This is an optimization exercise on Yosys and OpenROAD, whose aim is small area, not a production implementation.
RTL that was checked went through simulation tests only; none was proved equivalent to the original.
For runs 3 and 6, only the layout was checked, not whether the RTL still works.
The clock cells of runs 3 to 7 come from the design's own scripts or RTL, not from TritonCTS.
The clock input has no modelled driver; a real chip could not lean on it and would need a root buffer or a full tree.
No activity file was given, so power comes from the tool's default toggle rates.

===== flow/standard.sh =====
#!/bin/bash
# synth_recipe.tcl (not shown) runs the flow's synth.tcl, then flattens the netlist and writes it again
# the make line also repeats each setting of config.mk as NAME=value (left out here)
make -C /OpenROAD-flow-scripts/flow DESIGN_CONFIG=/design/flow/config.mk WORK_HOME=/design/flow/orfs CLKGATE_MAP_FILE= SYNTH_SCRIPT=/design/flow/synth_recipe.tcl "${@:-finish}"

===== flow/flow/run.sh =====
#!/bin/bash
# The standard layout (standard.sh, which runs the standard synthesis
# unchanged), with these changes to how the layout is built:
#  - after the standard synthesis, its combinational logic is mapped again
#    with Yosys/ABC for area (resynth.tcl); every flip-flop is kept as the
#    standard synthesis made it (same instance, name and cell type);
#  - port buffers are the smallest buffer cell, buf_1 (every input and output
#    port still gets its own buffer);
#  - clock tree synthesis inserts no dummy loads.
# Each tool's full output goes to a log file of its own in this folder.
set -euo pipefail
here=$(pwd)
res=$here/orfs/results/$FLOW_PLATFORM/ClockTest/base
lib=$FLOW_HOME/platforms/$FLOW_PLATFORM/lib/sky130_fd_sc_hd__tt_025C_1v80.lib
export BUFFER_PORTS_ARGS="-buffer_cell sky130_fd_sc_hd__buf_1"
export CTS_ARGS="-sink_clustering_enable -repair_clock_nets -dont_use_dummy_load"

bash standard.sh synth > log_1_standard_synth.log 2>&1

cp $res/1_2_yosys.v $here/standard_synth.v
python3 flow/mkmodels.py $lib $here/cell_models.v > log_2_mkmodels.log 2>&1
# the platform's DONT_USE_CELLS
args=""
for c in $(cat flow/dont_use.txt); do args="$args -dont_use $c"; done
yosys=$FLOW_HOME/../tools/install/yosys/bin/yosys
LIB_FILE=$lib MODELS_V=$here/cell_models.v IN_V=$here/standard_synth.v OUT_V=$here/resynth.v \
  TOP=$FLOW_TOP ABC_SCRIPT=$here/flow/resynth.abc DONT_USE_ARGS="$args" \
  $yosys -c flow/resynth.tcl > log_3_resynth.log 2>&1

cp $here/resynth.v $res/1_2_yosys.v
rm -f $res/1_synth.odb $res/1_synth.sdc
bash standard.sh finish > log_4_standard_finish.log 2>&1

===== flow/config.mk =====
export PLATFORM = sky130hd
export DESIGN_NAME = ClockTest
export DESIGN_NICKNAME = ClockTest
export VERILOG_FILES = /design/flow/design.v
export SDC_FILE = /design/flow/constraint.sdc
export NUM_CORES = 4
export LEC_CHECK = 0
export CAP_MARGIN = 20
export CORE_MARGIN = 2
export CORE_UTILIZATION = 40
export SLEW_MARGIN = 20

===== flow/flow/dont_use.txt =====
sky130_fd_sc_hd__probe_p_8
sky130_fd_sc_hd__probec_p_8
sky130_fd_sc_hd__lpflow_bleeder_1
sky130_fd_sc_hd__lpflow_clkbufkapwr_1
sky130_fd_sc_hd__lpflow_clkbufkapwr_16
sky130_fd_sc_hd__lpflow_clkbufkapwr_2
sky130_fd_sc_hd__lpflow_clkbufkapwr_4
sky130_fd_sc_hd__lpflow_clkbufkapwr_8
sky130_fd_sc_hd__lpflow_clkinvkapwr_1
sky130_fd_sc_hd__lpflow_clkinvkapwr_16
sky130_fd_sc_hd__lpflow_clkinvkapwr_2
sky130_fd_sc_hd__lpflow_clkinvkapwr_4
sky130_fd_sc_hd__lpflow_clkinvkapwr_8
sky130_fd_sc_hd__lpflow_decapkapwr_12
sky130_fd_sc_hd__lpflow_decapkapwr_3
sky130_fd_sc_hd__lpflow_decapkapwr_4
sky130_fd_sc_hd__lpflow_decapkapwr_6
sky130_fd_sc_hd__lpflow_decapkapwr_8
sky130_fd_sc_hd__lpflow_inputiso0n_1
sky130_fd_sc_hd__lpflow_inputiso0p_1
sky130_fd_sc_hd__lpflow_inputiso1n_1
sky130_fd_sc_hd__lpflow_inputiso1p_1
sky130_fd_sc_hd__lpflow_inputisolatch_1
sky130_fd_sc_hd__lpflow_isobufsrc_1
sky130_fd_sc_hd__lpflow_isobufsrc_16
sky130_fd_sc_hd__lpflow_isobufsrc_2
sky130_fd_sc_hd__lpflow_isobufsrc_4
sky130_fd_sc_hd__lpflow_isobufsrc_8
sky130_fd_sc_hd__lpflow_isobufsrckapwr_16
sky130_fd_sc_hd__lpflow_lsbuf_lh_hl_isowell_tap_1
sky130_fd_sc_hd__lpflow_lsbuf_lh_hl_isowell_tap_2
sky130_fd_sc_hd__lpflow_lsbuf_lh_hl_isowell_tap_4
sky130_fd_sc_hd__lpflow_lsbuf_lh_isowell_4
sky130_fd_sc_hd__lpflow_lsbuf_lh_isowell_tap_1
sky130_fd_sc_hd__lpflow_lsbuf_lh_isowell_tap_2
sky130_fd_sc_hd__lpflow_lsbuf_lh_isowell_tap_4

===== flow/flow/mkmodels.py =====
# Write Verilog models of the combinational cells of a liberty file (one assign per output pin).
import re, sys
lib = open(sys.argv[1]).read()
out = []
cells = [(m.group(1), m.end()) for m in re.finditer(r'\n\s*cell\s*\(\s*"?([A-Za-z0-9_]+)"?\s*\)\s*\{', lib)]
for i, (name, start) in enumerate(cells):
    end = cells[i + 1][1] if i + 1 < len(cells) else len(lib)
    body = lib[start:end]
    if re.search(r'\b(ff|latch|statetable)\s*\(', body):
        continue
    pins = []
    for pm in re.finditer(r'\n\s*pin\s*\(\s*"?([A-Za-z0-9_]+)"?\s*\)\s*\{', body):
        seg = body[pm.end():pm.end() + 3000]
        d = re.search(r'direction\s*:\s*"?(\w+)"?', seg)
        f = re.search(r'\bfunction\s*:\s*"([^"]*)"', seg.split('timing')[0].split('internal_power')[0])
        pins.append((pm.group(1), d.group(1) if d else None, f.group(1) if f else None))
    outs = [p for p in pins if p[1] == 'output']
    ins = [p for p in pins if p[1] == 'input']
    if not outs or any(p[2] is None for p in outs):
        continue
    ports = [p[0] for p in ins] + [p[0] for p in outs]
    out.append(f"module {name}({', '.join(ports)});")
    for p in ins: out.append(f"  input {p[0]};")
    for p in outs:
        expr = p[2].replace('!', '~').replace('+', '|').replace('*', '&')
        out.append(f"  output {p[0]};\n  assign {p[0]} = {expr};")
    out.append("endmodule")
open(sys.argv[2], 'w').write("\n".join(out) + "\n")

===== flow/constraint.sdc =====
create_clock -name core_clock -period 50.0 [get_ports {clk}]
set_input_delay 10.0000 -clock core_clock [delete_from_list [all_inputs] [get_ports {clk}]]
set_output_delay 10.0000 -clock core_clock [all_outputs]
set_load 0.01 [all_outputs]

===== flow/flow/resynth.tcl =====
# Re-map the combinational logic of the standard synthesis's netlist for area.
# Flip-flops stay as they are: the same instances, names and cell types.
set lib $::env(LIB_FILE)
yosys read_liberty -lib $lib
yosys read_verilog -overwrite $::env(MODELS_V)
yosys read_verilog $::env(IN_V)
yosys hierarchy -top $::env(TOP)
yosys setattr -set keep 1 t:sky130_fd_sc_hd__df*
yosys flatten
yosys read_liberty -lib -overwrite $lib
yosys opt
yosys techmap
yosys opt
yosys stat
yosys abc -script $::env(ABC_SCRIPT) -liberty $lib {*}$::env(DONT_USE_ARGS)
yosys opt_clean -purge
yosys hilomap -singleton -hicell sky130_fd_sc_hd__conb_1 HI -locell sky130_fd_sc_hd__conb_1 LO
yosys insbuf -buf sky130_fd_sc_hd__buf_4 A X
yosys check
yosys stat -liberty $lib
yosys write_verilog -noattr -nohex -nodec $::env(OUT_V)

===== flow/design.v =====
`timescale 1ns / 1ps
module button_debounce (
    input clk,
    input rst,
    input button_in,
    output reg button_out
);
    localparam [7:0] D0 = 8'd4;
    reg [7:0] counter;
    wire differ = button_in ^ button_out;
    wire full = ~|(counter & 8'hf5);
    always @(posedge clk or posedge rst) begin
        if (rst) begin
            counter <= D0;
            button_out <= 0;
        end else begin
            if (differ & full)
                button_out <= button_in;
            if (differ & ~full)
                counter <= {counter[6:0], counter[7] ^ counter[2]};
            else
                counter <= D0;
        end
    end
endmodule
`timescale 1ns / 1ps
module ClockTest(
	input clk,
	input rst,
	input btn,
	output [6:0] seg,
	output [3:0] an,
	output buttons_pressed,
	output buttons_released
);
	localparam [9:0] J624 = 10'd317;        
	reg [6:0] rl;
	reg [9:0] j;
	reg       tick_d;                       
	reg       press_d;                      
	reg [3:0] s_ones;
	reg [2:0] s_tens;
	reg [3:0] ones;
	reg [3:0] tens;
	reg       prev;                         
	reg       pulse;                        
	wire btn_lvl;
	button_debounce debounce (
		.clk(clk),
		.rst(rst),
		.button_in(btn),
		.button_out(btn_lvl)
	);
	wire [6:0] rc = {rl[6] ^ (&rl[5:0]), rl[5] ^ (&rl[4:0]), rl[4] ^ (&rl[3:0]),
	                 rl[3] ^ (&rl[2:0]), rl[2] ^ (&rl[1:0]), rl[1] ^ rl[0], ~rl[0]};
	wire j_624 = (j & 10'b1100011111) == 10'b0100011101;
	wire j_623 = (j & 10'b0110111111) == 10'b0010011110;
	wire sec_first = j_624 & (&rl[4:0]);
	wire sec_last = j_623 & (rl[4:0] == 5'd30);
	wire sec60 = s_tens[2] & s_tens[1];
	wire min_last = sec_last & sec60;
	wire min_last_d = sec_first & sec60;
	assign buttons_pressed  = pulse & prev;
	assign buttons_released = pulse & ~prev;
	function [3:0] bcd_inc;
		input [3:0] d;
		bcd_inc = {(d[3] & ~d[0]) | (d[2] & d[1] & d[0]),
		           d[2] ^ (d[1] & d[0]),
		           d[1] ^ (d[0] & ~d[3]),
		           ~d[0]};
	endfunction
	always @(posedge clk or posedge rst) begin
		if (rst) begin
			rl <= 7'h7f;
			j <= J624;
			tick_d <= 1'b0;
			press_d <= 1'b0;
		end else begin
			rl <= rc;
			j <= {j[8:2], j[1] | j_624, j[0], j[9] ^ j[6]};
			tick_d <= sec_first;
			press_d <= buttons_pressed;
		end
	end
	always @(posedge clk or posedge rst) begin
		if (rst) begin
			s_ones <= 0;
			s_tens <= 3'd7;
			ones <= 0;
			tens <= 0;
		end else if (min_last_d) begin
			s_ones <= 0;
			s_tens <= 0;
			ones <= 0;
			tens <= 0;
		end else begin
			if (tick_d) begin
				s_ones <= bcd_inc(s_ones);
				if (s_ones[3] & s_ones[0])
					s_tens <= {s_tens[2] ^ (s_tens[1] & s_tens[0]), s_tens[1] ^ s_tens[0], ~s_tens[0]};
			end
			if (press_d) begin
				ones <= bcd_inc(ones);
				if (ones[3] & ones[0])
					tens <= bcd_inc(tens);
			end
		end
	end
	always @(posedge clk or posedge rst) begin
		if (rst) begin
			prev <= 0;
			pulse <= 0;
		end else if (!min_last) begin
			prev <= btn_lvl;
			pulse <= btn_lvl ^ prev;
		end
	end
	reg [3:0] dg;
	always @(*) begin
		case (rl[6:5])
			2'b00: dg = ones;
			2'b01: dg = tens;
			2'b10: dg = s_ones;
			2'b11: dg = {&s_tens, s_tens};
		endcase
	end
	wire blank = &s_tens;
	assign an = {~(rl[6] & rl[5] & ~blank), ~(rl[6] & ~rl[5]), ~(~rl[6] & rl[5]), ~(~rl[6] & ~rl[5])};
	reg [6:0] pat;
	always @(*) begin
		case (dg)
			4'd0: pat = 7'b1000000;
			4'd1: pat = 7'b1111001;
			4'd2: pat = 7'b0100100;
			4'd3: pat = 7'b0110000;
			4'd4: pat = 7'b0011001;
			4'd5: pat = 7'b0010010;
			4'd6: pat = 7'b0000010;
			4'd7: pat = 7'b1111000;
			4'd8: pat = 7'b0000000;
			4'd9: pat = 7'b0010000;
			default: pat = 7'b1111111;
		endcase
	end
	assign seg = pat;
endmodule

===== flow/flow/resynth.abc =====
&get -n
&deepsyn -T 30
&st
&dch -f
&nf -a -R 1000
&put

==> impl_metrics.tcl, run 1 <==
set metrics [dict create \
    hold_path_class "flip-flop to flip-flop" \
    cp.arrival_ns 2.36 \
    overflow 0 \
    fmax_mhz 80.9 \
    syn-cell-area_um2 1960 \
    fin_skew_ns 0.0222 \
    status "no timing/DRC/antenna violations" \
    p_per_area_nw_per_um2 45.3 \
    grt_antenna_before_repair 0 \
    gp_routability_congestion 0.857 \
    cap_violations 0 \
    hold_depth 0 \
    grt_pass1_vias 1267 \
    finalHoldViolations 0 \
    drt_iter0_drc 96 \
    first_pass_iters 4 \
    ctsHoldBuffers 0 \
    wl_mm 3.33 \
    slew_headroom_pct 63.0 \
    grt_setup_unrepaired "no" \
    clockBufferDepth 2 \
    grt_max_degree 46 \
    worstReg2RegStart "rl[0]" \
    crit_required_ns 40.00 \
    end_kind "output pin" \
    drtAntennaViolNets 0 \
    path_cells "mux4_2 > nor2_1 > xor2_1 > o21ai_0 > clkinv_1 > buf_1" \
    numCtsBuffers 5 \
    area_delta_synth_final_pct 7.54 \
    setup_viol 0 \
    drcViolationCount 0 \
    post-place-ws_ns 37.96 \
    via_per_inst 4.90 \
    cts-root-buf "clkbuf_8" \
    ios 16 \
    p_leak_nw 0.895 \
    rows 25 \
    ir_drop_mv 0.0150 \
    port_buffers 15 \
    die_y_um 74.0 \
    ctsResizeCount 0 \
    regToRegEndpoint "tens[2]" \
    critical_path_class "flip-flop to output pin" \
    min_period_over_period_pct 24.7 \
    min_to "j[5]" \
    cts_setup_buffers 0 \
    multi_input_area_um2 702 \
    htree_levels 2 \
    report.final.slew_viol_count 0 \
    min_from "j[4]" \
    r2r_slack_ns 48.20 \
    routedWlPerCell_um 12.8 \
    worst_pin_slew_ns 0.555 \
    avgSynthCellArea_um2 10.8 \
    clock_latency_ns 0.30 \
    slowest_delay_ns 0.63 \
    clk_pin_slew_ns 0.08 \
    fin_crit_ns 12.36 \
    diodes 0 \
    start_util_pct 41.5 \
    die_w_um 74.0 \
    dp_hpwl_mm 2.37 \
    tritoncts "yes" \
    layout-drive-gt1-share_pct 14.1 \
    synth_nets 184 \
    synthCells 181 \
    num_vias 1268 \
    clkSinkCount 45 \
    finalSetupTns_ns 0 \
    seqCellArea_um2 1150 \
    rr_worst_depth 6 \
    yosys_warnings 2 \
    core-area_um2 4720 \
    setup_ws_ns 37.64 \
    finalNetCount 197 \
    grt_usage_pct 14.0 \
    grt_pass1_wl_mm 5.83 \
    worstSetupStartpointType "flip-flop" \
    dieArea_um2 5470 \
    nFillCells 438 \
    cpMaxStageDelayCell "dfstp_2" \
    worstPathMaxFanout 9 \
]
power breakdown:
group | internal, W | switching, W
logic | 0.0000115 | 0.0000154
clock network | 0.00000901 | 0.0000108
registers | 0.0000434 | 0.00000531
cell type report:
type / count / area share (%)
clock buffers: 5 / 3.27
repair buffers: 17 / 3.38
inverters: 9 / 1.60
multi-input cells: 116 / 33.3
well taps: 67 / 3.98
flip-flops and latches: 45 / 54.5
layout by cell type (no fill, tap or decap):
master and instances:
mux4_2 2, nand3_1 8, nor4_1 2, o211a_1 1, clkbuf_8 5, nor2_1 19
a21oi_1 11, nor3_1 8, dfstp_2 17, nand2b_1 4, clkinv_1 9, buf_1 15
nor2b_1 3, buf_4 2, o22a_1 1, o22ai_1 1, and3_1 8, nand2_1 12
o221ai_1 1, nand3b_1 1, nor4_2 1, mux2_1 2, dfrtp_1 28, o21bai_1 1
and2_0 10, or2_0 1, xnor2_1 7, o21ai_0 4, nand4b_1 1, xor2_1 5
nand4_1 2
worst max-delay path: cells and delay by family (launching register included):
| family | cells | cell delay (ns) |
|---|---|---|
| buffers and inverters | 2 | 0.25 |
| muxes | 1 | 0.55 |
| and+or+nand+nor | 1 | 0.22 |
| AOI/OAI and AO/OA | 1 | 0.30 |
| xor gates and xnor gates | 1 | 0.11 |
| DFF | 1 | 0.63 |
stage by stage:
stage	util, %	hold slack [ns]	cells	power (W)	cell area (um2)
2_1_floorplan	-	0.351	181	0.0000738	1960
3_3_place_gp	43.2	0.356	254	0.0000747	2040
3_5_place_dp	43.2	0.356	254	0.0000764	2040
4_1_cts	44.6	0.369	259	0.0000966	2110
5_1_grt	44.6	0.375	259	0.000103	2110
6_report	44.6	0.367	259	0.0000954	2110
sequential cells by signal, summed over array words and instances (netlist names):
register and flops:
prev 1, j 10, s_ones 4, pulse 1, debounce.button_out 1, s_tens 3, press_d 1, rl 7
tens 4, tick_d 1, debounce.counter 8, ones 4
layer usage:
| layer | GRT usage [%] | up-vias | part of all wire, % | routed length (um) |
|---|---|---|---|---|
| met1 | 18.5 | 611 | 46 | 1540 |
| met4 | 6.06 | 0 | 1.8 | 59 |
| met5 | 0 | - | 0 | 0 |
| met2 | 21.7 | 29 | 47 | 1570 |
| met3 | 4.20 | 5 | 4.8 | 159 |
| li1 | - | 623 | - | - |
how the worst max path moves through the flow:
stage	start	endpoint	slack, ns
final	rl[5]	seg[0]	37.64
after global routing	rl[5]	seg[0]	37.47
after CTS	rl[5]	seg[0]	37.64
after detailed placement	rl[5]	seg[0]	37.96
after global placement	rl[5]	seg[0]	38.06
after floorplan	rl[5]	seg[0]	38.08
==> inputs of run 2 (changes only) <==
==> flow/flow/run.sh (replaced) <==
#!/bin/bash
# The standard layout (standard.sh), with these changes to how the layout
# is built:
#  - the standard synthesis runs unchanged first; then the design is
#    synthesized again for area (rtlsynth.tcl: same passes skipped, flattened
#    and renamed the same way, but its own ABC scripts and no adder cells),
#    and the smallest of a few ABC scripts' netlists replaces the standard
#    one, once regnames.py has checked that its flip-flops are the standard
#    synthesis's (same registers, same cell types) and given them the standard
#    names.  If that check fails, the standard netlist is kept;
#  - port buffers are the smallest buffer cell, buf_1 (every input and output
#    port still gets its own buffer);
#  - clock tree synthesis inserts no dummy loads.
# Each tool's full output goes to a log file of its own in this folder.
set -euo pipefail
here=$(pwd)
res=$here/orfs/results/$FLOW_PLATFORM/ClockTest/base
lib=$FLOW_HOME/platforms/$FLOW_PLATFORM/lib/sky130_fd_sc_hd__tt_025C_1v80.lib
yosys=$FLOW_HOME/../tools/install/yosys/bin/yosys
export BUFFER_PORTS_ARGS="-buffer_cell sky130_fd_sc_hd__buf_1"
export CTS_ARGS="-sink_clustering_enable -repair_clock_nets -dont_use_dummy_load"

bash standard.sh synth > log_1_standard_synth.log 2>&1
cp $res/1_2_yosys.v $here/standard_synth.v

# the platform's DONT_USE_CELLS
args=""
for c in $(cat flow/dont_use.txt); do args="$args -dont_use $c"; done
for k in 1 2 3; do
  LIB_FILE=$lib DESIGN_V=$FLOW_DESIGN OUT_V=$here/synth_$k.v TOP=$FLOW_TOP \
    ABC_SCRIPT=$here/flow/abc_$k.abc DONT_USE_ARGS="$args" \
    $yosys -c flow/rtlsynth.tcl > log_2_synth_$k.log 2>&1 &
done
wait || true

best=""
best_area=""
for k in 1 2 3; do
  if python3 flow/regnames.py $here/standard_synth.v $here/synth_$k.v $here/synth_${k}_named.v > log_3_regnames_$k.log 2>&1; then
    a=$(sed -n "s/.*Chip area for module.*: //p" $here/synth_$k.v.stat | tail -1)
    echo "script $k: area $a" >> log_3_choice.log
    if [[ -n "$a" ]] && { [[ -z "$best_area" ]] || python3 -c "import sys; sys.exit(0 if $a < $best_area else 1)"; }; then
      best=$k; best_area=$a
    fi
  fi
done
if [[ -n "$best" ]]; then
  echo "using script $best" >> log_3_choice.log
  cp $here/synth_${best}_named.v $res/1_2_yosys.v
  rm -f $res/1_synth.odb $res/1_synth.sdc
else
  echo "keeping the standard netlist" >> log_3_choice.log
fi
bash standard.sh finish > log_4_standard_finish.log 2>&1
==> flow/flow/abc_1.abc (new file) <==
&get -n
&deepsyn -T 30
&st
&dch -f
&nf -a -R 1000
&put
==> flow/flow/abc_2.abc (new file) <==
&get -n
&st
&synch2
&dc2
&deepsyn -T 30
&st
&dch -f
&nf -a -R 1000
&put
==> flow/flow/abc_3.abc (new file) <==
&get -n
&deepsyn -T 120
&st
&dch -f
&nf -a -R 1000
&put
==> flow/flow/regnames.py (new file) <==
# Give the flip-flops of a netlist the instance names the standard synthesis gave the
# same registers, pairing them by the net on their Q pin, and check that both netlists
# have the same registers in the same cell types.
# usage: regnames.py standard.v mine.v out.v ; exits 1 if they cannot be paired.
import re, sys

INST = re.compile(r'^\s*(sky130_fd_sc_hd__df\w+)\s+(\\\S+|\S+)\s*\((.*?)\);', re.M | re.S)
PIN = re.compile(r'\.(\w+)\s*\(\s*(\\\S+\s|[^()\s]+(?:\s*\[\s*\d+\s*\])?)\s*\)')

def flops(text):
    out = {}
    for m in INST.finditer(text):
        pins = {p: re.sub(r'[\\\s]', '', n) for p, n in PIN.findall(m.group(3))}
        out[m.group(2)] = (m.group(1), pins.get('Q'), m.start(2), m.end(2))
    return out

std = open(sys.argv[1]).read()
mine = open(sys.argv[2]).read()
fs, fm = flops(std), flops(mine)
by_q = {}
for name, (cell, q, _, _) in fs.items():
    if q is None or q in by_q:
        sys.exit(f"standard netlist: flip-flop {name} has no unique Q net")
    by_q[q] = (name, cell)
if len(fs) != len(fm):
    sys.exit(f"{len(fs)} flip-flops in the standard netlist, {len(fm)} in the new one")
edits = []
used = set()
for name, (cell, q, a, b) in fm.items():
    if q not in by_q:
        sys.exit(f"new netlist: flip-flop {name} drives {q}, which no standard flip-flop drives")
    sname, scell = by_q[q]
    if scell != cell:
        sys.exit(f"register {q}: cell {cell}, standard synthesis has {scell}")
    used.add(sname)
    edits.append((a, b, sname))
if len(used) != len(fs):
    sys.exit("registers do not pair one to one")
existing = set(re.findall(r'^\s*\w+\s+(\\\S+|\S+)\s*\(', mine, re.M))
for a, b, sname in sorted(edits, reverse=True):
    mine = mine[:a] + sname + ' ' + mine[b:]
open(sys.argv[3], 'w').write(mine)
print(f"paired {len(edits)} flip-flops")
==> flow/flow/rtlsynth.tcl (new file) <==
# Synthesis of the design for area: like the standard synthesis (no fsm or share
# passes, design flattened, function-call nets renamed) but with its own ABC
# script and no extraction of half/full adder cells.  regnames.py then checks
# that the flip-flops match the standard synthesis's and gives them its names.
set lib $::env(LIB_FILE)
yosys read_liberty -lib $lib
yosys read_verilog -sv $::env(DESIGN_V)
yosys synth -top $::env(TOP) -flatten -nofsm -noshare
yosys opt -purge
yosys dfflibmap -liberty $lib {*}$::env(DONT_USE_ARGS)
yosys opt
yosys setundef -zero
yosys abc -script $::env(ABC_SCRIPT) -liberty $lib {*}$::env(DONT_USE_ARGS)
yosys splitnets
yosys opt_clean -purge
yosys hilomap -singleton -hicell sky130_fd_sc_hd__conb_1 HI -locell sky130_fd_sc_hd__conb_1 LO
yosys insbuf -buf sky130_fd_sc_hd__buf_4 A X
# left out here: hide names made inside functions
yosys check
yosys tee -o $::env(OUT_V).stat stat -liberty $lib
yosys write_verilog -noattr -nohex -nodec $::env(OUT_V)
removed: flow/flow/mkmodels.py
removed: flow/flow/resynth.abc
removed: flow/flow/resynth.tcl
==> impl_metrics.tcl, run 2 <==
set metrics [dict create \
    status "no timing/DRC/antenna violations" \
    swShare_pct 32.8 \
    crit_start "rl[6]" \
    synth_nets 163 \
    largest_register_ffs 10 \
    post-route-util_pct 46.4 \
    ir_drop_mv 0.0223 \
    r2r_slack_ns 47.93 \
    worstReg2RegStart "rl[0]" \
    grt_antenna_before_repair 0 \
    clk_pin_slew_ns 0.08 \
    p_leak_nw 0.885 \
    fin_skew_ns 0.0110 \
    drtAntennaViolNets 0 \
    cts_setup_buffers 0 \
    regToRegEndpoint "s_tens[2]" \
    numCtsBuffers 5 \
    seqCellArea_um2 1150 \
    grt_max_degree 46 \
    routedWlPerCell_um 13.6 \
    net-switching-power_w 0.0000313 \
    largestRegisters "j: 10 flops, debounce.counter: 8 flops, rl: 7 flops" \
    layout-drive-gt1-share_pct 14.4 \
    clockBufferDepth 2 \
    worst_pin_slew_ns 0.550 \
    port_buffers 15 \
    num_vias 1230 \
    top_register "j" \
    layout_common_cells "dfrtp_1, nor2_1, dfstp_2" \
    cts-root-buf "clkbuf_8" \
    clock_latency_ns 0.29 \
    ctsResizeCount 0 \
    cap_violations 0 \
    grt_setup_unrepaired "no" \
    min_from "j[3]" \
    end_kind "output pin" \
    p_total_w 0.0000952 \
    nFillCells 418 \
    die_y_um 72.0 \
    drcViolationCount 0 \
    cp-endpoint "seg[1]" \
    rows 24 \
    core-area_um2 4410 \
    place_area_um2 1980 \
    ctsHoldBuffers 0 \
    overflow 0 \
    via_per_inst 5.28 \
    tritoncts "yes" \
    synthCells 160 \
    grt_pass1_wl_mm 5.49 \
    worstPathMaxFanout 8 \
    crit_required_ns 40.00 \
    dieArea_um2 5190 \
    final_area_um2 2050 \
    yosys_warnings 2 \
    fin_crit_ns 12.60 \
    diodes 0 \
    finalSetupTns_ns 0 \
    p_comb_share_pct 28.1 \
    start_util_pct 41.9 \
    rr_worst_depth 7 \
    gp_routability_congestion 0.799 \
    setup_viol 0 \
    wl_mm 3.17 \
    clkSinkCount 45 \
    internal_power_w 0.0000640 \
    worstSetupStartpointType "flip-flop" \
    avgSynthCellArea_um2 11.6 \
    fmax_mhz 79.4 \
    grt_pass1_vias 1186 \
    dp_hpwl_mm 2.25 \
    grt_usage_pct 13.9 \
    htree_levels 2 \
    first_pass_iters 4 \
    ios 16 \
    area_delta_synth_final_pct 10.7 \
    critical_path_class "flip-flop to output pin" \
    final_common_cell "dfrtp_1" \
    drt_iter0_drc 35 \
    finalHoldViolations 0 \
    multi_input_area_um2 684 \
    hold_path_class "flip-flop to flip-flop" \
    p_clk_share_pct 20.6 \
    syn-cell-area_um2 1850 \
    min_period_over_period_pct 25.2 \
    slew_headroom_pct 63.3 \
    report.final.slew_viol_count 0 \
    seqPwrFrac_pct 51.3 \
    p_per_area_nw_per_um2 46.5 \
    finalNetCount 186 \
    cp.arrival_ns 2.60 \
    die_w_um 72.0 \
]
run 2: area by class of cell:
| class | instances | area share, % |
|---|---|---|
| Tap cell | 52 | 3.18 |
| Sequential cell | 45 | 56.0 |
| Multi-Input combinational cell | 110 | 33.4 |
| Timing Repair Buffer | 16 | 3.12 |
| Inverter | 5 | 0.916 |
| Clock buffer | 5 | 3.36 |
run 2: metrics by stage:
| stage | worst slack, ns | hold slack [ns] | cells |
|---|---|---|---|
| final | 37.40 | 0.378 | 233 |
| after global routing | 37.21 | 0.383 | 233 |
| after CTS | 37.40 | 0.377 | 233 |
| after detailed placement | 37.74 | 0.368 | 228 |
| after global placement | 37.88 | 0.364 | 228 |
| after floorplan | 37.90 | 0.355 | 160 |
run 2: critical path, cell delays in order, from the launching register on:
cell and delay (ns):
dfstp_2 0.63, mux4_2 0.55, nor2_1 0.24, xnor2_1 0.12, o21ai_0 0.34, nand2_1 0.13
o22ai_1 0.14, buf_1 0.17
run 2: power by group through the flow:
| stage | Clock, W | Sequential (W) | Combinational, W |
|---|---|---|---|
| floorplan | 0 | 0.0000476 | 0.0000205 |
| global placement | 0 | 0.0000491 | 0.0000255 |
| detailed placement | 0 | 0.0000495 | 0.0000270 |
| CTS | 0.0000205 | 0.0000489 | 0.0000272 |
| global route | 0.0000217 | 0.0000500 | 0.0000305 |
| finish | 0.0000196 | 0.0000489 | 0.0000267 |
run 2: worst min path at each step:
stage	endpoint	slack [ns]	depth (start not counted)
floorplan	j[8]	0.35	0
global placement	j[4]	0.36	0
detailed placement	j[4]	0.37	0
CTS	j[4]	0.38	0
global route	j[4]	0.38	0
finish	j[4]	0.38	0
run 2: layer usage:
metal  vias up  wire [um]  part of all wire (%)  global-route usage (%)
met3         7        144                   4.5                    3.33
met5         -          0                     0                       0
met1       602       1530                    48                    18.1
met2        25       1420                    45                    20.7
met4         0         81                   2.6                    9.64
li1        596          -                     -                       -
==> inputs of run 3 (changes only) <==
--- a/flow/design.v
+++ b/flow/design.v
@@ -73,32 +73,29 @@
 		if (rst) begin
 			rl <= 7'h7f;
 			j <= J624;
-			tick_d <= 1'b0;
-			press_d <= 1'b0;
 		end else begin
 			rl <= rc;
 			j <= {j[8:2], j[1] | j_624, j[0], j[9] ^ j[6]};
-			tick_d <= sec_first;
-			press_d <= buttons_pressed;
 		end
 	end
 	always @(posedge clk or posedge rst) begin
-		if (rst) begin
+		if (rst)
+			s_tens <= 3'd7;
+		else if (min_last_d)
+			s_tens <= 0;
+		else if (tick_d & s_ones[3] & s_ones[0])
+			s_tens <= {s_tens[2] ^ (s_tens[1] & s_tens[0]), s_tens[1] ^ s_tens[0], ~s_tens[0]};
+	end
+	always @(posedge clk) begin
+		tick_d <= sec_first;
+		press_d <= buttons_pressed;
+		if (min_last_d) begin
 			s_ones <= 0;
-			s_tens <= 3'd7;
-			ones <= 0;
-			tens <= 0;
-		end else if (min_last_d) begin
-			s_ones <= 0;
-			s_tens <= 0;
 			ones <= 0;
 			tens <= 0;
 		end else begin
-			if (tick_d) begin
+			if (tick_d)
 				s_ones <= bcd_inc(s_ones);
-				if (s_ones[3] & s_ones[0])
-					s_tens <= {s_tens[2] ^ (s_tens[1] & s_tens[0]), s_tens[1] ^ s_tens[0], ~s_tens[0]};
-			end
 			if (press_d) begin
 				ones <= bcd_inc(ones);
 				if (ones[3] & ones[0])
--- a/flow/flow/run.sh
+++ b/flow/flow/run.sh
@@ -10,7 +10,9 @@
 #    names.  If that check fails, the standard netlist is kept;
 #  - port buffers are the smallest buffer cell, buf_1 (every input and output
 #    port still gets its own buffer);
-#  - clock tree synthesis inserts no dummy loads.
+#  - the clock tree is a small two-level tree built by clock_tree.tcl (a root
+#    buffer driving three leaf buffers, each driving a third of the
+#    flip-flops) in place of clock_tree_synthesis.
 # Each tool's full output goes to a log file of its own in this folder.
 set -euo pipefail
 here=$(pwd)
@@ -18,7 +20,7 @@
 lib=$FLOW_HOME/platforms/$FLOW_PLATFORM/lib/sky130_fd_sc_hd__tt_025C_1v80.lib
 yosys=$FLOW_HOME/../tools/install/yosys/bin/yosys
 export BUFFER_PORTS_ARGS="-buffer_cell sky130_fd_sc_hd__buf_1"
-export CTS_ARGS="-sink_clustering_enable -repair_clock_nets -dont_use_dummy_load"
+export PRE_CTS_TCL=$here/flow/clock_tree.tcl
 
 bash standard.sh synth > log_1_standard_synth.log 2>&1
 cp $res/1_2_yosys.v $here/standard_synth.v
==> flow/flow/clock_tree.tcl (new file) <==
# PRE_CTS_TCL hook: build a small two-level clock tree by hand in place of
# clock_tree_synthesis.  The clock's flip-flops are split by position into
# NLEAF groups of about equal size; each group gets a leaf clock buffer at its
# centre, and one root buffer at the centre of all flip-flops drives the leaf
# buffers, so the clock port drives a single cell.  Every flip-flop is two
# buffers from the clock port.
set leaf_cell sky130_fd_sc_hd__clkbuf_8
set root_cell sky130_fd_sc_hd__clkbuf_2
set nleaf 3
set block [ord::get_db_block]
set clk_net [$block findNet clk]
set sinks {}
foreach it [$clk_net getITerms] {
  if { [$it isInputSignal] } {
    set inst [$it getInst]
    set bb [$inst getBBox]
    set x [expr {([$bb xMin] + [$bb xMax]) / 2}]
    set y [expr {([$bb yMin] + [$bb yMax]) / 2}]
    lappend sinks [list $x $y "[$inst getName]/[[$it getMTerm] getName]"]
  }
}
set n [llength $sinks]
set dbu [$block getDbUnitsPerMicron]
# split into vertical strips of about equal count
set sinks [lsort -integer -index 0 $sinks]
set ax 0; set ay 0
foreach s $sinks { set ax [expr {$ax + [lindex $s 0]}]; set ay [expr {$ay + [lindex $s 1]}] }
set ax [expr {double($ax) / $n / $dbu}]; set ay [expr {double($ay) / $n / $dbu}]
for {set k 0} {$k < $nleaf} {incr k} {
  set lo [expr {($k * $n) / $nleaf}]
  set hi [expr {(($k + 1) * $n) / $nleaf - 1}]
  set grp [lrange $sinks $lo $hi]
  set sx 0; set sy 0; set pins {}
  foreach s $grp {
    set sx [expr {$sx + [lindex $s 0]}]; set sy [expr {$sy + [lindex $s 1]}]
    lappend pins [get_pins [lindex $s 2]]
  }
  set m [llength $grp]
  set cx [expr {double($sx) / $m / $dbu}]; set cy [expr {double($sy) / $m / $dbu}]
  insert_buffer -buffer_cell $leaf_cell -net clk -load_pins $pins \
    -location [list $cx $cy] -buffer_name clkbuf_leaf_$k -net_name clknet_leaf_$k
  puts "clock tree: leaf $k, $m flip-flops, buffer at ($cx, $cy)"
}
insert_buffer -buffer_cell $root_cell -net clk -location [list $ax $ay] \
  -buffer_name clkbuf_root -net_name clknet_root
puts "clock tree: root buffer at ($ax, $ay)"
foreach net [list clknet_root clknet_leaf_0 clknet_leaf_1 clknet_leaf_2] {
  set dn [$block findNet $net]
  if { $dn != "NULL" } { $dn setSigType CLOCK }
}
# the tree is built; nothing is left for clock_tree_synthesis to do
proc clock_tree_synthesis { args } {
  puts "clock_tree_synthesis skipped: the clock tree was built by clock_tree.tcl"
}
==> impl_metrics.tcl, run 3 <==
set metrics [dict create \
    cap_violations 0 \
    first_pass_iters 4 \
    end_kind "output pin" \
    worstReg2RegStart "rl[1]" \
    seqCellArea_um2 1080 \
    grt_usage_pct 13.5 \
    ctsHoldBuffers 0 \
    worstSetupStartpointType "flip-flop" \
    overflow 0 \
    p_per_area_nw_per_um2 48.5 \
    slew_headroom_pct 53.1 \
    regToRegEndpoint "tens[2]" \
    hold_depth 0 \
    ctsResizeCount 0 \
    grt_pass1_wl_mm 5.68 \
    routedWlPerCell_um 13.8 \
    cp.arrival_ns 2.63 \
    finalSetupTns_ns 0 \
    rr_worst_depth 6 \
    grt_max_degree 32 \
    via_per_inst 5.33 \
    finalHoldViolations 0 \
    avgSynthCellArea_um2 10.6 \
    die_w_um 70.9 \
    dieArea_um2 5030 \
    report.final.slew_viol_count 0 \
    finalNetCount 194 \
    ios 16 \
    clk_pin_slew_ns 0.10 \
    slowest_delay_ns 0.60 \
    min_period_over_period_pct 25.3 \
    grt_setup_unrepaired "no" \
    synth_nets 172 \
    path_cells "nand2b_1 > o22ai_1 > nor3_1 > or2_0 > nor2b_1 > nor2_1 > nor2_1 > a22o_1 > buf_1" \
    final_cells 241 \
    fin_skew_ns 0.0118 \
    area_delta_synth_final_pct 9.99 \
    fin_crit_ns 12.63 \
    diodes 0 \
    cts_setup_buffers 0 \
    fmax_mhz 79.2 \
    syn-cell-area_um2 1790 \
    synthCells 169 \
    cp_common_cell "nor2_1" \
    r2r_slack_ns 47.81 \
    drtAntennaViolNets 0 \
    final_common_cell "nor2_1" \
    drt_iter0_drc 112 \
    cpMaxStageDelayCell "dfstp_2" \
    layout_common_cells "nor2_1, dfstp_2, buf_1" \
    dp_hpwl_mm 2.49 \
    worst_pin_slew_ns 0.697 \
    wl_mm 3.32 \
    multi_input_area_um2 701 \
    start_util_pct 41.4 \
    p_leak_nw 0.802 \
    crit_start "rl[5]" \
    setup_viol 0 \
    clock_latency_ns 0.33 \
    drcViolationCount 0 \
    crit_required_ns 40.00 \
    critical_path_class "flip-flop to output pin" \
    post-route-util_pct 45.5 \
    die_y_um 70.9 \
    gp_routability_congestion 0.876 \
    holdWs_ns 0.372 \
    largest_register_ffs 10 \
    top_register "j" \
    largestRegisters "j: 10 flops, debounce.counter: 8 flops, rl: 7 flops" \
    core-area_um2 4320 \
    layout-drive-gt1-share_pct 13.2 \
    grt_antenna_before_repair 0 \
    nFillCells 417 \
    grt_pass1_vias 1191 \
    ir_drop_mv 0.0232 \
    cp-endpoint "seg[1]" \
    dp_cells 237 \
    hold_path_class "flip-flop to flip-flop" \
    status "no timing/DRC/antenna violations" \
    port_buffers 15 \
    rows 24 \
    yosys_warnings 2 \
    num_vias 1284 \
    worstPathMaxFanout 7 \
]
[run 3: metrics by stage]
stage | total power (W) | instance area [um2] | setup slack [ns]
final | 0.0000955 | 1970 | 37.37
after global routing | 0.000103 | 1970 | 37.20
after CTS | 0.0000928 | 1970 | 37.76
after detailed placement | 0.0000803 | 1920 | 37.76
after global placement | 0.0000779 | 1920 | 37.98
after floorplan | 0.0000706 | 1790 | 37.94
[run 3: final cells by class, clock buffers not listed]
type | count | area share (%)
inverter | 5 | 0.953
tap | 52 | 3.30
timing repair buffer | 16 | 3.11
sequential | 45 | 54.7
multi-input combinational | 119 | 35.6
[run 3: per-layer routing]
metal | GRT usage (%) | vias to the layer above | share of wire [%] | routed length [um]
met5 | 0 | - | 0 | 0
li1 | - | 623 | - | -
met4 | 1.05 | 0 | 0.60 | 20
met2 | 25.1 | 34 | 51 | 1690
met3 | 1.42 | 2 | 4.8 | 159
met1 | 17.7 | 625 | 44 | 1450
[run 3: worst max-delay path, delay by kind of cell, from the launching register on]
family	cells	cell delay (ns)
and+or+nand+nor	6	1.28
DFF	1	0.60
buffers and inverters	1	0.12
AOI/OAI and AO/OA	2	0.29
[run 3: report_power, final]
group / switching, W / internal [W]
Sequential: 0.00000610 / 0.0000440
Clock: 0.00000993 / 0.00000597
Combinational: 0.0000171 / 0.0000124
Total: 0.0000331 / 0.0000623
[run 3: worst min-delay path by stage]
stage          from    to  slack (ns)
2_1_floorplan  j[7]  j[8]        0.35
3_3_place_gp   j[3]  j[4]        0.36
3_5_place_dp   j[2]  j[3]        0.37
4_1_cts        j[3]  j[4]        0.37
5_1_grt        j[3]  j[4]        0.38
6_report       j[3]  j[4]        0.37
==> inputs of run 4 (changes only) <==
--- a/flow/design.v
+++ b/flow/design.v
@@ -34,7 +34,8 @@
 	output buttons_released
 );
 	localparam [9:0] J624 = 10'd317;        
-	reg [6:0] rl;
+	reg [4:0] u;
+	reg [1:0] g;
 	reg [9:0] j;
 	reg       tick_d;                       
 	reg       press_d;                      
@@ -51,12 +52,14 @@
 		.button_in(btn),
 		.button_out(btn_lvl)
 	);
-	wire [6:0] rc = {rl[6] ^ (&rl[5:0]), rl[5] ^ (&rl[4:0]), rl[4] ^ (&rl[3:0]),
-	                 rl[3] ^ (&rl[2:0]), rl[2] ^ (&rl[1:0]), rl[1] ^ rl[0], ~rl[0]};
+	wire u_low0 = ~|u[3:0];
+	wire u_31 = u_low0 & ~u[4];             
+	wire u_30 = u_low0 & u[4];              
+	wire [1:0] sel = {g[1], g[1] ^ g[0]};   
 	wire j_624 = (j & 10'b1100011111) == 10'b0100011101;
 	wire j_623 = (j & 10'b0110111111) == 10'b0010011110;
-	wire sec_first = j_624 & (&rl[4:0]);
-	wire sec_last = j_623 & (rl[4:0] == 5'd30);
+	wire sec_first = j_624 & u_31;
+	wire sec_last = j_623 & u_30;
 	wire sec60 = s_tens[2] & s_tens[1];
 	wire min_last = sec_last & sec60;
 	wire min_last_d = sec_first & sec60;
@@ -71,10 +74,13 @@
 	endfunction
 	always @(posedge clk or posedge rst) begin
 		if (rst) begin
-			rl <= 7'h7f;
+			u <= 5'b00000;
+			g <= 2'b10;
 			j <= J624;
 		end else begin
-			rl <= rc;
+			u <= {u[3:0], u[4] ^ u[2] ^ u_low0};
+			if (u_31)
+				g <= {g[0], ~g[1]};
 			j <= {j[8:2], j[1] | j_624, j[0], j[9] ^ j[6]};
 		end
 	end
@@ -114,7 +120,7 @@
 	end
 	reg [3:0] dg;
 	always @(*) begin
-		case (rl[6:5])
+		case (sel)
 			2'b00: dg = ones;
 			2'b01: dg = tens;
 			2'b10: dg = s_ones;
@@ -122,7 +128,7 @@
 		endcase
 	end
 	wire blank = &s_tens;
-	assign an = {~(rl[6] & rl[5] & ~blank), ~(rl[6] & ~rl[5]), ~(~rl[6] & rl[5]), ~(~rl[6] & ~rl[5])};
+	assign an = {~(sel[1] & sel[0] & ~blank), ~(sel[1] & ~sel[0]), ~(~sel[1] & sel[0]), ~(~sel[1] & ~sel[0])};
 	reg [6:0] pat;
 	always @(*) begin
 		case (dg)
--- a/flow/flow/run.sh
+++ b/flow/flow/run.sh
@@ -11,7 +11,7 @@
 #  - port buffers are the smallest buffer cell, buf_1 (every input and output
 #    port still gets its own buffer);
 #  - the clock tree is a small two-level tree built by clock_tree.tcl (a root
-#    buffer driving three leaf buffers, each driving a third of the
+#    buffer driving four leaf buffers, each driving a quarter of the
 #    flip-flops) in place of clock_tree_synthesis.
 # Each tool's full output goes to a log file of its own in this folder.
 set -euo pipefail
--- a/flow/flow/clock_tree.tcl
+++ b/flow/flow/clock_tree.tcl
@@ -4,9 +4,9 @@
 # centre, and one root buffer at the centre of all flip-flops drives the leaf
 # buffers, so the clock port drives a single cell.  Every flip-flop is two
 # buffers from the clock port.
-set leaf_cell sky130_fd_sc_hd__clkbuf_8
+set leaf_cell sky130_fd_sc_hd__clkbuf_4
 set root_cell sky130_fd_sc_hd__clkbuf_2
-set nleaf 3
+set nleaf 4
 set block [ord::get_db_block]
 set clk_net [$block findNet clk]
 set sinks {}
@@ -44,7 +44,7 @@
 insert_buffer -buffer_cell $root_cell -net clk -location [list $ax $ay] \
   -buffer_name clkbuf_root -net_name clknet_root
 puts "clock tree: root buffer at ($ax, $ay)"
-foreach net [list clknet_root clknet_leaf_0 clknet_leaf_1 clknet_leaf_2] {
+foreach net [list clknet_root clknet_leaf_0 clknet_leaf_1 clknet_leaf_2 clknet_leaf_3 clknet_leaf_4 clknet_leaf_5] {
   set dn [$block findNet $net]
   if { $dn != "NULL" } { $dn setSigType CLOCK }
 }
==> impl_metrics.tcl, run 4 <==
set metrics [dict create \
    area_delta_synth_final_pct 9.11 \
    num_vias 1179 \
    start_util_pct 40.9 \
    setup_ws_ns 37.64 \
    routedWlPerCell_um 13.5 \
    ctsHoldBuffers 0 \
    clk_pin_slew_ns 0.11 \
    crit_required_ns 40.00 \
    report.final.slew_viol_count 0 \
    overflow 0 \
    grt_max_degree 32 \
    drcViolationCount 0 \
    via_per_inst 5.19 \
    ios 16 \
    slowest_delay_ns 0.58 \
    grt_antenna_before_repair 0 \
    critPathBufInv 2 \
    dieArea_um2 4900 \
    largest_register_ffs 10 \
    p_per_area_nw_per_um2 41.2 \
    grt_setup_unrepaired "no" \
    nFillCells 417 \
    ir_drop_mv 0.0173 \
    synth_nets 158 \
    die_w_um 70.0 \
    cp.arrival_ns 2.36 \
    cap_violations 0 \
    ctsResizeCount 0 \
    seqCellArea_um2 1070 \
    yosys_warnings 2 \
    grt_most_used_layer "met2" \
    drtAntennaViolNets 0 \
    worst_pin_slew_ns 0.619 \
    critical_path_class "flip-flop to output pin" \
    cts_setup_buffers 0 \
    finalSetupTns_ns 0 \
    r2r_slack_ns 47.79 \
    met3_usage_pct 1.44 \
    port_buffers 15 \
    finalHoldViolations 0 \
    syn-cell-area_um2 1740 \
    gr-usage-met1_pct 16.5 \
    p_leak_nw 0.766 \
    layout-drive-gt1-share_pct 12.0 \
    hold_path_class "flip-flop to flip-flop" \
    setup_viol 0 \
    clock_latency_ns 0.34 \
    cpMaxStageDelayCell "mux4_2" \
    rows 24 \
    fmax_mhz 80.9 \
    path_cells "mux4_2 > nor2_1 > xnor2_1 > o21ai_0 > clkinv_1 > buf_1" \
    worstPathMaxFanout 9 \
    post-route-util_pct 44.6 \
    finalNetCount 180 \
    diodes 0 \
    cpLargestDelayFamily "multiplexers" \
    grt_use_met2_pct 25.2 \
    dp_hpwl_mm 2.23 \
    final_common_cell "nor2_1" \
    slew_headroom_pct 58.5 \
    top_register "j" \
    fin_crit_ns 12.36 \
    min_period_over_period_pct 24.7 \
    layout_common_cells "nor2_1, dfrtp_1, buf_1" \
    holdWs_ns 0.371 \
    grt_usage_pct 13.2 \
    wl_mm 3.05 \
    post-place-ws_ns 38.01 \
    multi_input_area_um2 669 \
    grt_pass1_wl_mm 5.48 \
    first_pass_iters 4 \
    status "no timing/DRC/antenna violations" \
    grt_pass1_vias 1211 \
    die_y_um 70.0 \
    avgSynthCellArea_um2 11.3 \
    core-area_um2 4260 \
    synthCells 155 \
    end_kind "output pin" \
    gp_routability_congestion 0.800 \
    largestRegisters "j: 10 flops, debounce.counter: 8 flops, u: 5 flops" \
    drt_iter0_drc 69 \
    fin_skew_ns 0.0222 \
    worstSetupStartpointType "flip-flop" \
]
-- run 4: metrics by stage --
step                      area (um2)  power [W]  cells
final                           1900  0.0000785    227
after global routing            1900  0.0000841    227
after CTS                       1900  0.0000759    227
after detailed placement        1870  0.0000653    222
after global placement          1870  0.0000641    222
after floorplan                 1740  0.0000606    155
-- run 4: final timing paths --
path,startpoint,to,depth (start not counted)
worst min register to register,j[2],j[3],0
worst max register to register,u[1],s_tens[2],8
max in group asynchronous,rst,u[1],2
min in group asynchronous,rst,debounce.counter[5],2
worst max-delay path,g[0],seg[0],6
worst min-delay path,j[2],j[3],0
-- run 4: final cells by class, clock buffers not listed --
class                   count  share of cell area [%]
well taps                  52                    3.42
flip-flops and latches     45                    56.2
inverters                   2                   0.394
multi-input cells         108                    35.2
repair buffers             15                    2.96
-- run 4: routing by layer --
| layer | up-vias | wire, um |
|---|---|---|
| li1 | 576 | - |
| met1 | 595 | 1400 |
| met2 | 6 | 1560 |
| met3 | 2 | 68 |
| met4 | 0 | 25 |
| met5 | - | 0 |
-- run 4: power breakdown --
group          internal [W]  switching (W)  total (W)
sequential        0.0000439     0.00000593  0.0000498
clock            0.00000431     0.00000969  0.0000140
combinational    0.00000705     0.00000759  0.0000146
total             0.0000553      0.0000232  0.0000785
==> inputs of run 5 (changes only) <==
--- a/flow/flow/run.sh
+++ b/flow/flow/run.sh
@@ -11,7 +11,7 @@
 #  - port buffers are the smallest buffer cell, buf_1 (every input and output
 #    port still gets its own buffer);
 #  - the clock tree is a small two-level tree built by clock_tree.tcl (a root
-#    buffer driving four leaf buffers, each driving a quarter of the
+#    buffer driving three leaf buffers, each driving a third of the
 #    flip-flops) in place of clock_tree_synthesis.
 # Each tool's full output goes to a log file of its own in this folder.
 set -euo pipefail
--- a/flow/flow/clock_tree.tcl
+++ b/flow/flow/clock_tree.tcl
@@ -4,9 +4,9 @@
 # centre, and one root buffer at the centre of all flip-flops drives the leaf
 # buffers, so the clock port drives a single cell.  Every flip-flop is two
 # buffers from the clock port.
-set leaf_cell sky130_fd_sc_hd__clkbuf_4
+set leaf_cell sky130_fd_sc_hd__clkbuf_8
 set root_cell sky130_fd_sc_hd__clkbuf_2
-set nleaf 4
+set nleaf 3
 set block [ord::get_db_block]
 set clk_net [$block findNet clk]
 set sinks {}
@@ -44,7 +44,7 @@
 insert_buffer -buffer_cell $root_cell -net clk -location [list $ax $ay] \
   -buffer_name clkbuf_root -net_name clknet_root
 puts "clock tree: root buffer at ($ax, $ay)"
-foreach net [list clknet_root clknet_leaf_0 clknet_leaf_1 clknet_leaf_2 clknet_leaf_3 clknet_leaf_4 clknet_leaf_5] {
+foreach net [list clknet_root clknet_leaf_0 clknet_leaf_1 clknet_leaf_2] {
   set dn [$block findNet $net]
   if { $dn != "NULL" } { $dn setSigType CLOCK }
 }
==> impl_metrics.tcl, run 5 <==
set metrics [dict create \
    p_total_w 0.0000806 \
    report.final.slew_viol_count 0 \
    fmax_mhz 80.9 \
    synthCells 155 \
    grt_max_degree 32 \
    cp.arrival_ns 2.36 \
    final_common_cell "nor2_1" \
    final_area_um2 1910 \
    p_per_area_nw_per_um2 42.1 \
    num_vias 1163 \
    crit_required_ns 40.00 \
    routedWlPerCell_um 13.5 \
    p_leak_nw 0.769 \
    critical_path_class "flip-flop to output pin" \
    rows 24 \
    worstPathMaxFanout 9 \
    setup_ws_ns 37.64 \
    diodes 0 \
    grt_pass1_wl_mm 5.51 \
    avgSynthCellArea_um2 11.3 \
    port_buffers 15 \
    dp_cells 222 \
    die_w_um 70.0 \
    place_area_um2 1870 \
    min_period_over_period_pct 24.7 \
    syn-cell-area_um2 1740 \
    setup_viol 0 \
    layout-drive-gt1-share_pct 11.5 \
    post-place-ws_ns 38.01 \
    clk_pin_slew_ns 0.10 \
    core-area_um2 4260 \
    slew_headroom_pct 58.0 \
    grt_pass1_vias 1193 \
    via_per_inst 5.15 \
    seqCellArea_um2 1070 \
    drt_iter0_drc 66 \
    fin_skew_ns 0.0105 \
    end_kind "output pin" \
    nFillCells 408 \
    dp_hpwl_mm 2.23 \
    grt_usage_pct 13.2 \
    largestRegisters "j: 10 flops, debounce.counter: 8 flops, u: 5 flops" \
    ir_drop_mv 0.0199 \
    layout_common_cells "nor2_1, dfrtp_1, buf_1" \
    status "no timing/DRC/antenna violations" \
    cap_violations 0 \
    largest_register_ffs 10 \
    worstSetupStartpointType "flip-flop" \
    ctsResizeCount 0 \
    top_register "j" \
    final_cells 226 \
    gp_routability_congestion 0.800 \
    cts_setup_buffers 0 \
    start_util_pct 40.9 \
    ctsHoldBuffers 0 \
    fin_crit_ns 12.36 \
    grt_antenna_before_repair 0 \
    multi_input_area_um2 669 \
    first_pass_iters 4 \
    clock_latency_ns 0.34 \
    finalHoldViolations 0 \
    grt_setup_unrepaired "no" \
    finalNetCount 179 \
    worst_pin_slew_ns 0.627 \
    area_delta_synth_final_pct 9.76 \
    drtAntennaViolNets 0 \
    die_y_um 70.0 \
    finalSetupTns_ns 0 \
    yosys_warnings 2 \
    hold_path_class "flip-flop to flip-flop" \
    drcViolationCount 0 \
    ios 16 \
    overflow 0 \
    dieArea_um2 4900 \
    synth_nets 158 \
    wl_mm 3.05 \
]
## run 5: layout make-up, clock buffers not listed
type	count	area share, %
flip-flops and latches	45	55.9
multi-input cells	108	35.0
well taps	52	3.40
repair buffers	15	2.94
inverters	2	0.392
## run 5: through the flow
stage	util, %	hold slack, ns
after floorplan	-	0.354
after global placement	43.8	0.358
after detailed placement	43.8	0.358
after CTS	44.8	0.359
after global routing	44.9	0.378
final	44.9	0.370
## run 5: path summary, 6_finish.rpt
path	slack (ns)	endpoint	cells after the start	start
max	37.64	seg[0]	6	g[0]
min	0.37	j[3]	0	j[2]
max reg2reg	47.77	s_tens[2]	8	u[1]
min reg2reg	0.37	j[3]	0	j[2]
max in group asynchronous	39.91	u[1]	2	rst
min in group asynchronous	9.70	j[1]	2	rst
## run 5: per-layer routing
layer | global-route usage (%) | vias to the layer above | share of wire, %
met5 | 0 | - | 0
met4 | 1.28 | 0 | 0.82
met3 | 1.44 | 2 | 2.5
met2 | 24.6 | 6 | 50
met1 | 17.2 | 579 | 46
li1 | - | 576 | -
## run 5: critical path: stages (launching register included)
cell and delay [ns]:
dfrtp_1 0.53, mux4_2 0.58, nor2_1 0.23, xnor2_1 0.11
o21ai_0 0.32, clkinv_1 0.11, buf_1 0.14
## run 5: power breakdown
part / switching, W / internal, W
clock network: 0.0000102 / 0.00000596
registers: 0.00000594 / 0.0000439
logic: 0.00000756 / 0.00000705
total: 0.0000237 / 0.0000569
==> inputs of run 6 (changes only) <==
--- a/flow/design.v
+++ b/flow/design.v
@@ -6,20 +6,22 @@
     output reg button_out
 );
     localparam [7:0] D0 = 8'd4;
-    reg [7:0] counter;
+    localparam [7:0] P = 8'h55;
+    reg [7:0] cs;
+    wire [7:0] counter = cs ^ P;
     wire differ = button_in ^ button_out;
     wire full = ~|(counter & 8'hf5);
     always @(posedge clk or posedge rst) begin
         if (rst) begin
-            counter <= D0;
+            cs <= D0 ^ P;
             button_out <= 0;
         end else begin
             if (differ & full)
                 button_out <= button_in;
             if (differ & ~full)
-                counter <= {counter[6:0], counter[7] ^ counter[2]};
+                cs <= {counter[6:0], counter[7] ^ counter[2]} ^ P;
             else
-                counter <= D0;
+                cs <= D0 ^ P;
         end
     end
 endmodule
==> impl_metrics.tcl, run 6 <==
set metrics [dict create \
    cpLargestDelayFamily "simple AND/OR/NAND/NOR gates" \
    fmax_mhz 76.2 \
    holdWs_ns 0.370 \
    largest_register_ffs 10 \
    post-route-util_pct 46.7 \
    largestRegisters "j: 10 flops, debounce.cs: 8 flops, u: 5 flops" \
    cp_num_cells 13 \
    grt_antenna_before_repair 0 \
    ctsResizeCount 0 \
    port_buffers 15 \
    num_vias 1219 \
    crit_required_ns 40.00 \
    report.final.slew_viol_count 0 \
    grt_usage_pct 12.8 \
    route.met3.wl_um 150 \
    ios 16 \
    slowest_delay_ns 0.43 \
    fin_skew_ns 0.0119 \
    worst_pin_slew_ns 0.618 \
    layout-drive-gt1-share_pct 10.8 \
    core-area_um2 4090 \
    dp_hpwl_mm 2.24 \
    clk_pin_slew_ns 0.10 \
    p_per_area_nw_per_um2 42.3 \
    p_leak_nw 0.756 \
    place_area_um2 1860 \
    highest_layer "met4" \
    top_register "j" \
    dieArea_um2 4860 \
    area_delta_synth_final_pct 10.4 \
    hold_path_class "flip-flop to flip-flop" \
    slew_headroom_pct 58.8 \
    ir_drop_mv 0.0328 \
    grt_setup_unrepaired "no" \
    routedWlPerCell_um 13.1 \
    syn-cell-area_um2 1730 \
    wl_met2_mm 1.38 \
    synthCells 166 \
    grt_pass1_wl_mm 5.35 \
    rr_worst_depth 7 \
    worstPathMaxFanout 6 \
    finalHoldViolations 0 \
    layout_common_cells "nor2_1, dfrtp_1, buf_1" \
    wl_mm 3.09 \
    fin_crit_ns 13.13 \
    drtAntennaViolNets 0 \
    gp_routability_congestion 0.920 \
    hold_depth 0 \
    cts_setup_buffers 0 \
    diodes 0 \
    yosys_warnings 2 \
    final_area_um2 1910 \
    finalSetupTns_ns 0 \
    synth_nets 169 \
    critical_path_class "flip-flop to output pin" \
    cap_violations 0 \
    avgSynthCellArea_um2 10.4 \
    start_util_pct 42.3 \
    overflow 0 \
    drcViolationCount 0 \
    die_y_um 69.7 \
    critPathBufInv 2 \
    rows 23 \
    finalNetCount 191 \
    path_cells "or2_0 > o22ai_1 > nor2_1 > nor2_1 > or2_0 > nand2_1 > o21ai_0 > and2_0 > clkinv_1 > nor3_1 > o21ai_0 > and2_0 > buf_1" \
    grt_max_degree 32 \
    worstSetupStartpointType "flip-flop" \
    die_w_um 69.7 \
    via_per_inst 5.17 \
    first_pass_iters 4 \
    clock_latency_ns 0.34 \
    final_common_cell "nor2_1" \
    wl_met1_mm 1.53 \
    cp.arrival_ns 3.13 \
    setup_ws_ns 36.87 \
    end_kind "output pin" \
    grt_pass1_vias 1164 \
    min_period_over_period_pct 26.3 \
    ctsHoldBuffers 0 \
    post-place-ws_ns 37.33 \
    setup_viol 0 \
    cpMaxStageDelayCell "dfrtp_1" \
    drt_iter0_drc 82 \
    status "no timing/DRC/antenna violations" \
]
-- run 6: per-layer routing --
layer  vias up  GRT usage (%)
met5         -              0
met4         0           1.07
met2        27           22.5
met3         4           1.74
li1        617              -
met1       571           17.6
-- run 6: area by class of cell, clock buffers not listed --
| class | count | area, um2 |
|---|---|---|
| fillers | 388 | 2180 |
| flip-flops and latches | 45 | 1070 |
| well taps | 50 | 62.6 |
| multi-input cells | 117 | 647 |
| repair buffers | 16 | 63.8 |
| inverters | 4 | 15.0 |
-- run 6: report_power, final --
part | internal (W) | leakage, nW | total, W | switching [W]
clock network | 0.00000596 | 0.0257 | 0.0000161 | 0.0000101
logic | 0.00000677 | 0.253 | 0.0000143 | 0.00000758
registers | 0.0000442 | 0.477 | 0.0000502 | 0.00000598
-- run 6: metrics by stage --
| step | cells | power [W] |
|---|---|---|
| after floorplan | 166 | 0.0000609 |
| after global placement | 232 | 0.0000642 |
| after detailed placement | 232 | 0.0000653 |
| after CTS | 236 | 0.0000778 |
| after global routing | 236 | 0.0000863 |
| final | 236 | 0.0000806 |
-- run 6: final timing paths --
| path | start | end | slack (ns) |
|---|---|---|---|
| max | g[0] | seg[2] | 36.87 |
| min reg2reg | j[3] | j[4] | 0.37 |
| min | j[3] | j[4] | 0.37 |
| max reg2reg | u[1] | s_tens[2] | 48.11 |
| max in group asynchronous | rst | j[9] | 39.88 |
| min in group asynchronous | rst | g[0] | 9.71 |
==> inputs of run 7 (changes only) <==
--- a/flow/design.v
+++ b/flow/design.v
@@ -3,7 +3,8 @@
     input clk,
     input rst,
     input button_in,
-    output reg button_out
+    output reg button_out,
+    output toggle           
 );
     localparam [7:0] D0 = 8'd4;
     localparam [7:0] P = 8'h55;
@@ -11,12 +12,13 @@
     wire [7:0] counter = cs ^ P;
     wire differ = button_in ^ button_out;
     wire full = ~|(counter & 8'hf5);
+    assign toggle = differ & full;
     always @(posedge clk or posedge rst) begin
         if (rst) begin
             cs <= D0 ^ P;
             button_out <= 0;
         end else begin
-            if (differ & full)
+            if (toggle)
                 button_out <= button_in;
             if (differ & ~full)
                 cs <= {counter[6:0], counter[7] ^ counter[2]} ^ P;
@@ -45,14 +47,16 @@
 	reg [2:0] s_tens;
 	reg [3:0] ones;
 	reg [3:0] tens;
-	reg       prev;                         
+	reg       chg;                          
 	reg       pulse;                        
 	wire btn_lvl;
+	wire btn_toggle;
 	button_debounce debounce (
 		.clk(clk),
 		.rst(rst),
 		.button_in(btn),
-		.button_out(btn_lvl)
+		.button_out(btn_lvl),
+		.toggle(btn_toggle)
 	);
 	wire u_low0 = ~|u[3:0];
 	wire u_31 = u_low0 & ~u[4];             
@@ -65,8 +69,8 @@
 	wire sec60 = s_tens[2] & s_tens[1];
 	wire min_last = sec_last & sec60;
 	wire min_last_d = sec_first & sec60;
-	assign buttons_pressed  = pulse & prev;
-	assign buttons_released = pulse & ~prev;
+	assign buttons_pressed  = pulse & btn_lvl;
+	assign buttons_released = pulse & ~btn_lvl;
 	function [3:0] bcd_inc;
 		input [3:0] d;
 		bcd_inc = {(d[3] & ~d[0]) | (d[2] & d[1] & d[0]),
@@ -113,11 +117,12 @@
 	end
 	always @(posedge clk or posedge rst) begin
 		if (rst) begin
-			prev <= 0;
+			chg <= 0;
 			pulse <= 0;
-		end else if (!min_last) begin
-			prev <= btn_lvl;
-			pulse <= btn_lvl ^ prev;
+		end else begin
+			chg <= btn_toggle | (min_last & chg);
+			if (!min_last)
+				pulse <= chg;
 		end
 	end
 	reg [3:0] dg;
--- a/flow/flow/run.sh
+++ b/flow/flow/run.sh
@@ -28,7 +28,7 @@
 # the platform's DONT_USE_CELLS
 args=""
 for c in $(cat flow/dont_use.txt); do args="$args -dont_use $c"; done
-for k in 1 2 3; do
+for k in 1 2 3 4 5; do
   LIB_FILE=$lib DESIGN_V=$FLOW_DESIGN OUT_V=$here/synth_$k.v TOP=$FLOW_TOP \
     ABC_SCRIPT=$here/flow/abc_$k.abc DONT_USE_ARGS="$args" \
     $yosys -c flow/rtlsynth.tcl > log_2_synth_$k.log 2>&1 &
@@ -37,7 +37,7 @@
 
 best=""
 best_area=""
-for k in 1 2 3; do
+for k in 1 2 3 4 5; do
   if python3 flow/regnames.py $here/standard_synth.v $here/synth_$k.v $here/synth_${k}_named.v > log_3_regnames_$k.log 2>&1; then
     a=$(sed -n "s/.*Chip area for module.*: //p" $here/synth_$k.v.stat | tail -1)
     echo "script $k: area $a" >> log_3_choice.log
==> flow/flow/abc_4.abc (new file) <==
&get -n
&deepsyn -T 30 -S 2
&st
&dch -f
&nf -a -R 1000
&put
==> flow/flow/abc_5.abc (new file) <==
&get -n
&deepsyn -T 30 -S 3
&st
&dch -f
&nf -a -R 1000
&put
--- a/flow/config.mk
+++ b/flow/config.mk
@@ -7,5 +7,5 @@
 export LEC_CHECK = 0
 export CAP_MARGIN = 20
 export CORE_MARGIN = 2
-export CORE_UTILIZATION = 40
+export CORE_UTILIZATION = 65
 export SLEW_MARGIN = 20
==> impl_metrics.tcl, run 7 <==
set metrics [dict create \
    post-route-util_pct 74.8 \
    start_util_pct 69.2 \
    min_to "debounce.cs[4]" \
    p_per_area_nw_per_um2 40.8 \
    min_from "debounce.cs[3]" \
    hold_depth 1 \
    clk_pin_slew_ns 0.09 \
    fmax_mhz 80.3 \
    core-area_um2 2500 \
    p_clk_share_pct 20.1 \
    critPathBufInv 1 \
    synthCells 163 \
    largest_register_ffs 10 \
    dp_cells 208 \
    layout-drive-gt1-share_pct 9.89 \
    worst_pin_slew_ns 0.922 \
    fin_crit_ns 12.45 \
    drcViolationCount 0 \
    cp.arrival_ns 2.45 \
    first_pass_iters 4 \
    worstSetupStartpointType "flip-flop" \
    ir_drop_mv 0.0462 \
    grt_pass1_wl_mm 5.26 \
    drt_iter0_drc 64 \
    report.final.slew_viol_count 0 \
    cap_violations 0 \
    min_period_over_period_pct 24.9 \
    clock_latency_ns 0.33 \
    area_delta_synth_final_pct 8.10 \
    grt_antenna_before_repair 0 \
    diodes 0 \
    worstPathMaxFanout 6 \
    p_comb_share_pct 15.2 \
    ctsHoldBuffers 0 \
    die_w_um 55.6 \
    finalNetCount 187 \
    slew_headroom_pct 38.3 \
    seqPwrFrac_pct 64.7 \
    p_leak_nw 0.756 \
    num_vias 1230 \
    hold_path_class "flip-flop to flip-flop" \
    regToRegEndpoint "s_tens[2]" \
    nFillCells 185 \
    internal_power_w 0.0000549 \
    finalSetupTns_ns 0 \
    port_buffers 15 \
    worstReg2RegStart "j[4]" \
    setup_ws_ns 37.55 \
    slowest_delay_ns 0.57 \
    routedWlPerCell_um 13.7 \
    yosys_warnings 2 \
    wl_mm 2.91 \
    crit_start "g[1]" \
    final_common_cell "nor2_1" \
    grt_max_degree 32 \
    largestRegisters "j: 10 flops, debounce.cs: 8 flops, u: 5 flops" \
    cpMaxStageDelayCell "dfstp_2" \
    syn-cell-area_um2 1730 \
    finalHoldViolations 0 \
    swShare_pct 28.1 \
    crit_required_ns 40.00 \
    post-place-ws_ns 37.93 \
    setup_viol 0 \
    end_kind "output pin" \
    cts_setup_buffers 0 \
    gp_routability_congestion 0.871 \
    ctsResizeCount 0 \
    fin_skew_ns 0.0106 \
    rr_worst_depth 6 \
    path_cells "or2_0 > o22ai_1 > nor2_1 > nor2_1 > xnor2_1 > o2bb2ai_1 > nand3_1 > o21ai_0 > buf_1" \
    die_y_um 55.6 \
    grt_setup_unrepaired "no" \
    critical_path_class "flip-flop to output pin" \
    grt_usage_pct 20.2 \
    synth_nets 166 \
    dieArea_um2 3090 \
    avgSynthCellArea_um2 10.6 \
    drtAntennaViolNets 0 \
    cp_common_cell "nor2_1" \
    dp_hpwl_mm 2.14 \
    ios 16 \
    holdWs_ns 0.368 \
    rows 18 \
    layout_common_cells "nor2_1, dfrtp_1, buf_1" \
    net-switching-power_w 0.0000214 \
    final_cells 212 \
    cpLargestDelayFamily "simple AND/OR/NAND/NOR gates" \
    via_per_inst 5.80 \
    status "no timing/DRC/antenna violations" \
    grt_pass1_vias 1219 \
    overflow 0 \
    r2r_slack_ns 47.50 \
    top_register "j" \
]
==> run 7: how the worst max path moves through the flow <==
stage	cells after the start	end
floorplan	8	seg[1]
global placement	9	seg[1]
detailed placement	9	seg[1]
CTS	9	seg[1]
global route	9	seg[1]
finish	9	seg[1]
==> run 7: worst reg2reg max path: cells and delay by family, from the launching register on <==
| kind | cells | cell delay, ns |
|---|---|---|
| DFF | 1 | 0.54 |
| and+or+nand+nor | 5 | 1.69 |
| AOI/OAI and AO/OA | 1 | 0.22 |
==> run 7: power by group through the flow <==
stage	sequential [W]	clock, W	combinational, W
global placement	0.0000494	0	0.0000109
finish	0.0000494	0.0000154	0.0000116
global route	0.0000503	0.0000171	0.0000133
CTS	0.0000501	0.0000123	0.0000118
floorplan	0.0000481	0	0.00000946
detailed placement	0.0000498	0	0.0000117
==> run 7: cell type report, clock buffers not listed <==
| class | count | area (um2) | area share, % |
|---|---|---|---|
| Multi-Input combinational cell | 115 | 647 | 34.6 |
| Sequential cell | 45 | 1070 | 57.3 |
| Timing Repair Buffer | 15 | 56.3 | 3.01 |
| Inverter | 3 | 11.3 | 0.602 |
| Tap cell | 30 | 37.5 | 2.01 |
==> run 7: through the flow <==
step | area, um2 | power (W)
4_1_cts | 1870 | 0.0000742
5_1_grt | 1870 | 0.0000808
3_3_place_gp | 1820 | 0.0000603
6_report | 1870 | 0.0000763
2_1_floorplan | 1730 | 0.0000575
3_5_place_dp | 1820 | 0.0000615
==> run 7: metal layers <==
metal	part of all wire (%)	GRT usage, %
met5	0	0
met4	1.1	3.83
met3	5.1	2.33
met2	50	35.2
met1	44	27.9

Re-timed with assumed drivers on the ports (clkbuf_16 on the clock, buf_2 on other inputs), run 7 has 37.530 ns of setup slack against 37.551 ns with ideal ports, and 37.879 ns once port delays also move by the mid clock arrival of 0.349 ns.
